Context: an optimization exercise on an open-source flow, tuned for small area, a short achievable clock period and few clock cycles. The choices shown serve that exercise and are no tape-out recipe.
In this exercise RTL edits were held to simulation tests only and were not proved equivalent to the original.

==> flow/design.v <==
module B2BCD_IP #(parameter WIDTH = 4, parameter DIGIT = 2) (
    Binary_code,
    BCD_code
);
input  [WIDTH-1:0]   Binary_code;
output reg [DIGIT*4-1:0] BCD_code;
integer i, j;
always @(*) begin
    BCD_code = 0;
    for (i = WIDTH - 1; i >= 0; i = i - 1) begin
        for (j = 0; j < DIGIT; j = j + 1)
            if (BCD_code[j*4 +: 4] >= 5) BCD_code[j*4 +: 4] = BCD_code[j*4 +: 4] + 4'd3;
        BCD_code = {BCD_code[DIGIT*4-2:0], Binary_code[i]};
    end
end
endmodule
module UT_TOP (
    clk, rst_n, in_valid, in_time,
    out_valid, out_display, out_day
);
input clk, rst_n, in_valid;
input [30:0] in_time;
output reg out_valid;
output reg [3:0] out_display;
output reg [2:0] out_day;
reg [4:0] cnt;                 
reg [27:0] S;                  
reg [4:0] hh;                  
reg [2:0] m1; reg [3:0] m0;    
reg [2:0] s1; reg [3:0] s0;    
reg [2:0] w;                   
reg [10:0] RB;                 
reg [2:0] yt; reg [3:0] yn;    
wire lo = ~cnt[4] & ~cnt[3];
wire idle = lo & (cnt[2:0] == 3'd0);
wire ph_a = lo & (cnt[2:0] != 3'd0) & ~(cnt[2] & (cnt[1] | cnt[0]));      
wire ph_b2 = lo & cnt[2] & (cnt[1] | cnt[0]);                           
wire ph_b1 = ~cnt[4] & cnt[3] & (cnt[2:0] == 3'd0);                       
wire cn4 = lo & cnt[2] & ~cnt[1] & ~cnt[0];
wire c9 = ~cnt[4] & cnt[3] & (cnt[2:0] == 3'd1);
wire c10 = ~cnt[4] & cnt[3] & (cnt[2:0] == 3'd2);
wire busy_out = cnt[4] | cnt[3] | (cnt[2] & cnt[1]);                    
function [3:0] dec10; input [3:0] d;
    reg c;
    begin
        c = d[3] | d[2] & (d[1] | d[0]);
        dec10 = {c, d[3] & d[0] | ~c & d[2], d[1] & (~d[2] | d[0]) | d[3] & ~d[0], d[0] ^ c};
    end
endfunction
function [2:0] dec6; input [2:0] d;
    reg c;
    begin
        c = d[2] | d[1] & d[0];
        dec6 = {c, d[2] & d[0] | ~d[2] & d[1] & ~d[0], d[0] ^ c};
    end
endfunction
reg [4:0] th; reg [2:0] tm1; reg [3:0] tm0; reg [2:0] ts1; reg [3:0] ts0;
reg [27:0] tS; reg [6:0] qd;
reg [3:0] e0, e2; reg [2:0] e1, e3; reg c4;
integer k;
always @(*) begin
    th = hh; tm1 = m1; tm0 = m0; ts1 = s1; ts0 = s0; tS = S;
    for (k = 6; k >= 0; k = k - 1) begin
        e0 = dec10(ts0); e1 = dec6(ts1); e2 = dec10(tm0); e3 = dec6(tm1);
        c4 = th[4] | (th[3] & th[2]);
        ts0 = {e0[2:0], tS[27]};
        ts1 = {e1[1:0], e0[3]};
        tm0 = {e2[2:0], e1[2]};
        tm1 = {e3[1:0], e2[3]};
        th  = {th[4] & th[2] | ~c4 & th[3], c4 ? th[4] & ~th[2] : th[2], th[1:0], e3[2]};
        tS  = {tS[26:0], c4};
        qd[k] = c4;
    end
end
function [2:0] add7; input [2:0] a; input [2:0] b;
    reg [3:0] t;
    begin
        t = a + b;
        add7 = t[2:0] + t[3];
    end
endfunction
wire [2:0] w_n = add7(add7({w[1:0], w[2]}, S[5:3]), add7(S[2:0], {2'b0, S[6]}));
reg [1:0] bb;
always @(*) begin
    case (cnt[1:0])
    2'd1: bb = S[4:3];            
    2'd2: bb = S[9:8];            
    2'd3: bb = {S[14], 1'b1};     
    default: bb = 2'b00;
    endcase
end
wire [11:0] x1 = {RB, bb[1]};
wire q1 = x1 >= 12'd1461;
wire [10:0] r1a = q1 ? x1 - 12'd1461 : x1[10:0];
wire [11:0] x2 = {r1a, bb[0]};
wire q2 = x2 >= 12'd1461;
wire [10:0] r2 = q2 ? x2 - 12'd1461 : x2[10:0];
wire [3:0] ya = dec10({1'b0, yt});
wire [3:0] yb = dec10(yn);
wire [3:0] yc = dec10({ya[2:0], yb[3]});
wire [3:0] yd = dec10({yb[2:0], q1});
wire [2:0] yt_n = {yc[1:0], yd[3]};
wire [3:0] yn_n = {yd[2:0], q2};
wire [3:0] ytf = {yt, yn >= 4'd5};
wire leap = ~yn[0] & (yn[1] ^ yt[0]);         
wire [8:0] doy = RB[10:2];
wire late = {doy, ~leap} >= 10'd119;           
wire hi   = {doy, ~leap} >= 10'd425;           
wire [8:0] kadd = hi ? (leap ? -9'd213 : -9'd212) : late ? (leap ? 9'd1 : 9'd2) : 9'd0;
wire [8:0] rsum = doy + kadd;
wire [7:0] r = rsum[7:0];
wire [7:0] rs = RB[7:0];
wire [1:0] pair = rs >= 8'd183 ? 2'd3 : rs >= 8'd122 ? 2'd2 : rs >= 8'd61 ? 2'd1 : 2'd0;
wire [5:0] rr = rs - pair * 6'd61;
wire sec = rr >= 6'd31;
wire [4:0] d0 = sec ? rr - 6'd31 : rr;       
wire [3:0] mon = (RB[10] ? 4'd8 : 4'd1) + RB[9:7];
reg [3:0] dt, dn;
always @(*) begin
    if (RB[4:0] >= 5'd29)      begin dt = 3; dn = RB[4:0] - 5'd29; end
    else if (RB[4:0] >= 5'd19) begin dt = 2; dn = RB[4:0] - 5'd19; end
    else if (RB[4:0] >= 5'd9)  begin dt = 1; dn = RB[4:0] - 5'd9;  end
    else                       begin dt = 0; dn = RB[4:0] + 5'd1;  end
end
always @(posedge clk or negedge rst_n) begin
    if (!rst_n) cnt <= 0;
    else if (idle) cnt <= in_valid ? 5'd1 : 5'd0;
    else if (cnt == 5'd19) cnt <= 0;
    else cnt <= cnt + 1;
end
always @(posedge clk) begin
    if (idle) S <= in_time[27:0];
    else S <= tS;
end
always @(posedge clk) begin
    if (idle) begin
        hh <= 0; m1 <= 0; m0 <= 0; s1 <= 0; s0 <= {1'b0, in_time[30:28]};
    end else if (ph_a) begin
        hh <= th; m1 <= tm1; m0 <= tm0; s1 <= ts1; s0 <= ts0;
    end
end
reg y2k;
always @(posedge clk) if (lo & (cnt[2:0] == 3'd5)) y2k <= S[14:0] >= 15'd10957;
always @(posedge clk) begin
    if (idle) w <= 3'd2;
    else if (lo & (cnt[2] ^ cnt[1])) w <= w_n;                     
end
always @(posedge clk) begin
    if (ph_b2) begin
        RB <= r2;
        yt <= yt_n; yn <= yn_n;
    end else if (cn4) begin
        RB <= {1'b0, tS[14:5]};
        yt <= 0; yn <= 0;
    end else if (ph_b1) begin
        RB <= r1a;
        yt <= {ya[1:0], yb[3]}; yn <= {yb[2:0], q1};
    end else if (c9)  RB <= {3'b0, r[7:0]} | {hi, 10'b0};
    else if (c10) RB <= {RB[10], pair, sec, 2'b0, d0};
end
always @(posedge clk or negedge rst_n) begin
    if (!rst_n) begin
        out_valid <= 0; out_display <= 0; out_day <= 0;
    end else begin
        out_valid <= busy_out;
        out_day <= (busy_out && w != 3'd7) ? w : 3'd0;
        case (cnt)
        6:  out_display <= y2k ? 4'd2 : 4'd1;
        7:  out_display <= y2k ? 4'd0 : 4'd9;
        8:  out_display <= (ytf >= 4'd3) ? ytf - 4'd3 : ytf + 4'd7;
        9:  out_display <= yn;
        10: out_display <= {3'b0, RB[10] & (RB[7:0] >= 8'd61)};
        11: out_display <= (mon >= 4'd10) ? mon - 4'd10 : mon;
        12: out_display <= dt;
        13: out_display <= dn;
        14: out_display <= (hh >= 5'd20) ? 4'd2 : (hh >= 5'd10) ? 4'd1 : 4'd0;
        15: out_display <= (hh >= 5'd20) ? hh - 5'd20 : (hh >= 5'd10) ? hh - 5'd10 : hh;
        16: out_display <= {1'b0, m1};
        17: out_display <= m0;
        18: out_display <= {1'b0, s1};
        19: out_display <= s0;
        default: out_display <= 0;
        endcase
    end
end
endmodule
export LEC_CHECK = 0
export ABC_AREA = 1
export CAP_MARGIN = 20
export CORE_MARGIN = 2
export CORE_UTILIZATION = 82
export SLEW_MARGIN = 20
create_clock -name core_clock -period 20.0 [get_ports {clk}]
standard.sh (not shown) runs the stock make flow with config.mk's settings and CLKGATE_MAP_FILE= SYNTH_SCRIPT=/design/flow/synth_recipe.tcl, a recipe that flattens the netlist after the stock synthesis.
==> flow/flow/run.sh <==
#!/bin/bash
# Standard ORFS flow (the standard.sh), with the port buffers the standard flow's flow
# inserts on every input and output made from buf_1 cells instead of the
# default delay-buffer cell.
set -e
export BUFFER_PORTS_ARGS="-buffer_cell sky130_fd_sc_hd__buf_1"
bash standard.sh > standard.log 2>&1
Testbench counts at the start, summed over its fixed seeds: cycles 6,712.
Change:
- CORE_UTILIZATION: 82 -> 76
=> The new run went through all stages and came out clean. Setup slack degrades by 0.015 ns. Global-route usage went down by 5.0 points. Clock skew went down by 0.0084 ns. Final cell count went up slightly. Via count went down by a few percent.
Change:
- CORE_UTILIZATION: 76 -> 70
After rerunning: The new run completed with no timing, DRC or antenna violations. Cell count went up by 0.30%. Sequential share of layout area barely changes. Synthesized area stays the same. Clock-buffer cell count went down by 2.

static timing again, ports no longer ideal:
No port has a modelled driver above. Below, the same layouts with a new extraction and two added sets of constraints. Step 1, drivers: a clkbuf_16 drives clk and a buf_2 each remaining input, both assumed. Step 2 times the ports against the registers' clock, not the clock port: input delays grow and output delays shrink by t, the midpoint of the rising clock arrivals with the driver on. Three values: ideal, step 1, step 2; two values: the first two.
run | t, ns | setup WS [ns] | latest minus earliest clock arrival (ns)
the first run | 0.400 | 15.091 / 15.087 / 15.091 | 0.018 / 0.018
the second run | 0.403 | 15.076 / 15.040 / 15.378 | 0.009 / 0.010
the third run | 0.412 | 15.121 / 15.085 / 15.255 | 0.017 / 0.017
After both steps every run listed still meets setup and hold. The worst setup slack also covers recovery checks on asynchronous resets.
